From an optimization exercise on the open Yosys and OpenROAD flow, aimed at small area, a short achievable clock period and few clock cycles; shortcuts taken in it are not production practice.
Where RTL was checked, it was by simulation tests only, not by an equivalence proof against the original.
No activity file was given, so power comes from the tool's default toggle rates.

Design Core, start of the top module:
module Core (
    clk,
    rst,
    init_PC,
    imem_addr,
    imem_rdata,
    dmem_addr,
    dmem_we,
    dmem_wdata,
    dmem_rdata,
    halted
);
Size in the first run: about 510 cells after synthesis, about 56 I/O pins.
==> module Core, before the edit <==
module Core (
    clk,
    rst,
    init_PC,
    imem_addr,
    imem_rdata,
    dmem_addr,
    dmem_we,
    dmem_wdata,
    dmem_rdata,
    halted
);
input clk;
input rst;
input [7:0] init_PC;
output [7:0] imem_addr;
input [11:0] imem_rdata;
output [7:0] dmem_addr;
output dmem_we;
output [7:0] dmem_wdata;
input [7:0] dmem_rdata;
output reg halted;
reg [7:0] sa;        
reg kill;            
reg [3:0] op;        
reg [7:0] imm;
reg stall;           
reg pend;            
reg z, n;
reg [3:0] cnt;       
reg [7:0] s0, s1;
reg [7:0] below;     
reg e_pushi;         
reg e_ldp;           
reg e_ldl;           
wire e_ld = e_ldp | e_ldl;
reg e_pop;           
reg e_st;
reg e_alu;
reg e_sub;
reg e_jmp, e_jz, e_jn;   
wire e_push = e_pushi | e_ld;    
wire ex_taken = e_jmp | (e_jz & z) | (e_jn & n);
assign imem_addr = sa;
wire port_x = e_st | e_ldl;     
assign dmem_addr = port_x ? imm : imem_rdata[7:0];
assign dmem_we = e_st;
assign dmem_wdata = s0;
wire [3:0] rop = imem_rdata[11:8];
wire r_halt = rop[3];
wire r_jmp = (rop == 4'd3);
wire r_jz = (rop == 4'd4);
wire r_jn = (rop == 4'd5);
wire capture = ~kill & ~halted & ~stall & ~ex_taken;
wire early_res = e_pushi & (r_jmp | r_jz | r_jn);
wire early_taken = e_pushi & (r_jmp | (r_jz & z) | (r_jn & n));
wire [3:0] nop = stall ? op : rop;
wire nv = stall | (capture & ~r_halt);
wire njres = ~stall & early_res;    
wire n_stall = e_ldl & ~r_halt & (rop[3:1] != 3'b000);
wire ngo = nv & ~n_stall;
wire n_full = e_push ? (cnt == 4'd7) : ((e_pop | e_alu) ? 1'b0 : cnt[3]);
wire [7:0] sa_inc = sa + 8'd1;
wire [7:0] alu_b = e_sub ? ~s1 : s1;
wire [7:0] alu_r = s0 + alu_b + {7'd0, e_sub};
wire [7:0] cz = {s0[6:0] | s1[6:0], 1'b0};
wire z_add = &((s0 ^ s1) ~^ cz);
wire z_sub = (s0 == s1);
always @(posedge clk) begin
    if (rst) begin
        sa <= init_PC;
        kill <= 1'b1;
        stall <= 1'b0;
        pend <= 1'b0;
        halted <= 1'b0;
        z <= 1'b0;
        n <= 1'b0;
        cnt <= 4'd0;
        s0 <= 8'd0;
        s1 <= 8'd0;
        e_pushi <= 1'b0;
        e_ldp <= 1'b0;
        e_ldl <= 1'b0;
        e_pop <= 1'b0;
        e_st <= 1'b0;
        e_alu <= 1'b0;
        e_jmp <= 1'b0;
        e_jz <= 1'b0;
        e_jn <= 1'b0;
    end else begin
        kill <= ex_taken | early_taken;
        sa <= ({8{ex_taken}} & s0) | ({8{early_taken}} & imm) |
              ({8{n_stall}} & sa) | ({8{~(ex_taken | early_taken | n_stall)}} & sa_inc);
        if (!stall) begin
            op <= rop;
            imm <= imem_rdata[7:0];
        end
        if (capture & r_halt)
            halted <= 1'b1;
        stall <= n_stall;
        pend <= e_ldl;
        e_pushi <= ngo & (nop == 4'd0) & ~n_full;
        e_ldp <= ngo & (nop == 4'd1) & ~n_full & ~stall & ~port_x;
        e_ldl <= ngo & (nop == 4'd1) & ~n_full & (stall | port_x);
        e_pop <= ngo & ((nop[3:1] == 3'b001) | (nop[3:1] == 3'b010));
        e_st <= ngo & (nop == 4'd2);
        e_alu <= ngo & (nop[3:1] == 3'b011);
        e_jmp <= ngo & ~njres & (nop == 4'd3);
        e_jz <= ngo & ~njres & (nop == 4'd4);
        e_jn <= ngo & ~njres & (nop == 4'd5);
        if (e_push)
            cnt <= cnt + 4'd1;
        else if (e_pop & (cnt != 4'd0))
            cnt <= cnt - 4'd1;
        else if (e_alu & (cnt != 4'd1))
            cnt <= (cnt == 4'd0) ? 4'd1 : cnt - 4'd1;
        if (e_pushi)
            s0 <= imm;
        else if (e_pop)
            s0 <= s1;
        else if (e_alu)
            s0 <= alu_r;
        else if (e_ld | pend)
            s0 <= dmem_rdata;
        if (e_push)
            s1 <= pend ? dmem_rdata : s0;
        else if (e_pop | e_alu)
            s1 <= below;
        if (e_alu) begin
            z <= e_sub ? z_sub : z_add;
            n <= alu_r[7];
        end
    end
end
always @(posedge clk)
    e_sub <= (nop == 4'd7);
reg [7:0] f0, f1, f2, f3, f4, f5;
always @(posedge clk) begin
    if (e_push) begin
        case (cnt)
            4'd2: f0 <= s1;
            4'd3: f1 <= s1;
            4'd4: f2 <= s1;
            4'd5: f3 <= s1;
            4'd6: f4 <= s1;
            4'd7: f5 <= s1;
            default: ;
        endcase
    end
end
always @(*) begin
    case (cnt)
        4'd3: below = f0;
        4'd4: below = f1;
        4'd5: below = f2;
        4'd6: below = f3;
        4'd7: below = f4;
        4'd8: below = f5;
        default: below = 8'd0;
    endcase
end
endmodule
export LEC_CHECK = 0
export ABC_CLOCK_PERIOD_IN_PS = 1800
export CAP_MARGIN = 20
export CORE_MARGIN = 2
export CORE_UTILIZATION = 40
export SETUP_SLACK_MARGIN = 2.0
export SLEW_MARGIN = 20
create_clock -name core_clock -period 4.0 [get_ports {clk}]
standard.sh (not shown) runs the stock make flow with config.mk's settings and CLKGATE_MAP_FILE= SYNTH_SCRIPT=/design/flow/synth_recipe.tcl, a recipe that flattens the netlist after the stock synthesis.
==> flow/flow/run.sh <==
#!/bin/bash
# The standard layout (the standard.sh), except that the port buffers
# are sky130_fd_sc_hd__buf_1 cells rather than the delay buffers that
# buffer_ports picks by default. make's full output goes to standard.log;
# ORFS keeps each step's own log under orfs/logs/.
set -euo pipefail
export BUFFER_PORTS_ARGS="-buffer_cell sky130_fd_sc_hd__buf_1"
bash standard.sh > standard.log 2>&1
Rerun with:
--- a/flow/design.v
+++ b/flow/design.v
@@ -32,7 +32,5 @@
 reg [7:0] below;     
 reg e_pushi;         
-reg e_ldp;           
-reg e_ldl;           
-wire e_ld = e_ldp | e_ldl;
+reg e_ld;            
 reg e_pop;           
 reg e_st;
@@ -43,6 +41,5 @@
 wire ex_taken = e_jmp | (e_jz & z) | (e_jn & n);
 assign imem_addr = sa;
-wire port_x = e_st | e_ldl;     
-assign dmem_addr = port_x ? imm : imem_rdata[7:0];
+assign dmem_addr = imm;
 assign dmem_we = e_st;
 assign dmem_wdata = s0;
@@ -58,5 +55,5 @@
 wire nv = stall | (capture & ~r_halt);
 wire njres = ~stall & early_res;    
-wire n_stall = e_ldl & ~r_halt & (rop[3:1] != 3'b000);
+wire n_stall = e_ld & ~r_halt & (rop[3:1] != 3'b000);
 wire ngo = nv & ~n_stall;
 wire n_full = e_push ? (cnt == 4'd7) : ((e_pop | e_alu) ? 1'b0 : cnt[3]);
@@ -80,6 +77,5 @@
         s1 <= 8'd0;
         e_pushi <= 1'b0;
-        e_ldp <= 1'b0;
-        e_ldl <= 1'b0;
+        e_ld <= 1'b0;
         e_pop <= 1'b0;
         e_st <= 1'b0;
@@ -99,8 +95,7 @@
             halted <= 1'b1;
         stall <= n_stall;
-        pend <= e_ldl;
+        pend <= e_ld;
         e_pushi <= ngo & (nop == 4'd0) & ~n_full;
-        e_ldp <= ngo & (nop == 4'd1) & ~n_full & ~stall & ~port_x;
-        e_ldl <= ngo & (nop == 4'd1) & ~n_full & (stall | port_x);
+        e_ld <= ngo & (nop == 4'd1) & ~n_full;
         e_pop <= ngo & ((nop[3:1] == 3'b001) | (nop[3:1] == 3'b010));
         e_st <= ngo & (nop == 4'd2);
@@ -121,5 +116,5 @@
         else if (e_alu)
             s0 <= alu_r;
-        else if (e_ld | pend)
+        else if (pend)
             s0 <= dmem_rdata;
         if (e_push)
Outcome: Flip-flop and latch count came out lower by 1; cell count came out lower by 7.1%; clock power came out higher by 5.7%; utilization came out lower by 3.9 points; via count came out lower by 7.2%.
Testbench counts after the change, summed over its fixed seeds: cycles 39,427.
For the first run of this note, only the layout was checked, not whether the RTL still works.

## port drivers added, routing unchanged
The flow's constraints put no driver on any port. The routed layouts listed below were extracted and timed again, unchanged, in two steps.
Step 1 assumes that a clkbuf_16 drives the clock port and a buf_2 every other input.
Step 2 adds t to the input delays and takes it off the output delays; t is the mean of the earliest and latest rising clock arrival at the registers after step 1. Input paths then give back, and output paths get back, about the clock's delay inside the block.
a / b / c = ideal ports / drivers / drivers and shift; a / b = the first two.
run | t (ns) | setup WS [ns] | worst setup path after step 2
the first run | 0.392 | 1.788 / 1.748 / 1.610 | input to register
the second run | 0.388 | 2.014 / 2.014 / 1.732 | input to register
After both steps every run listed still meets setup and hold. For the second run, which loses most, drivers alone change the setup slack by 0.000 ns; drivers and shift together by -0.282 ns.
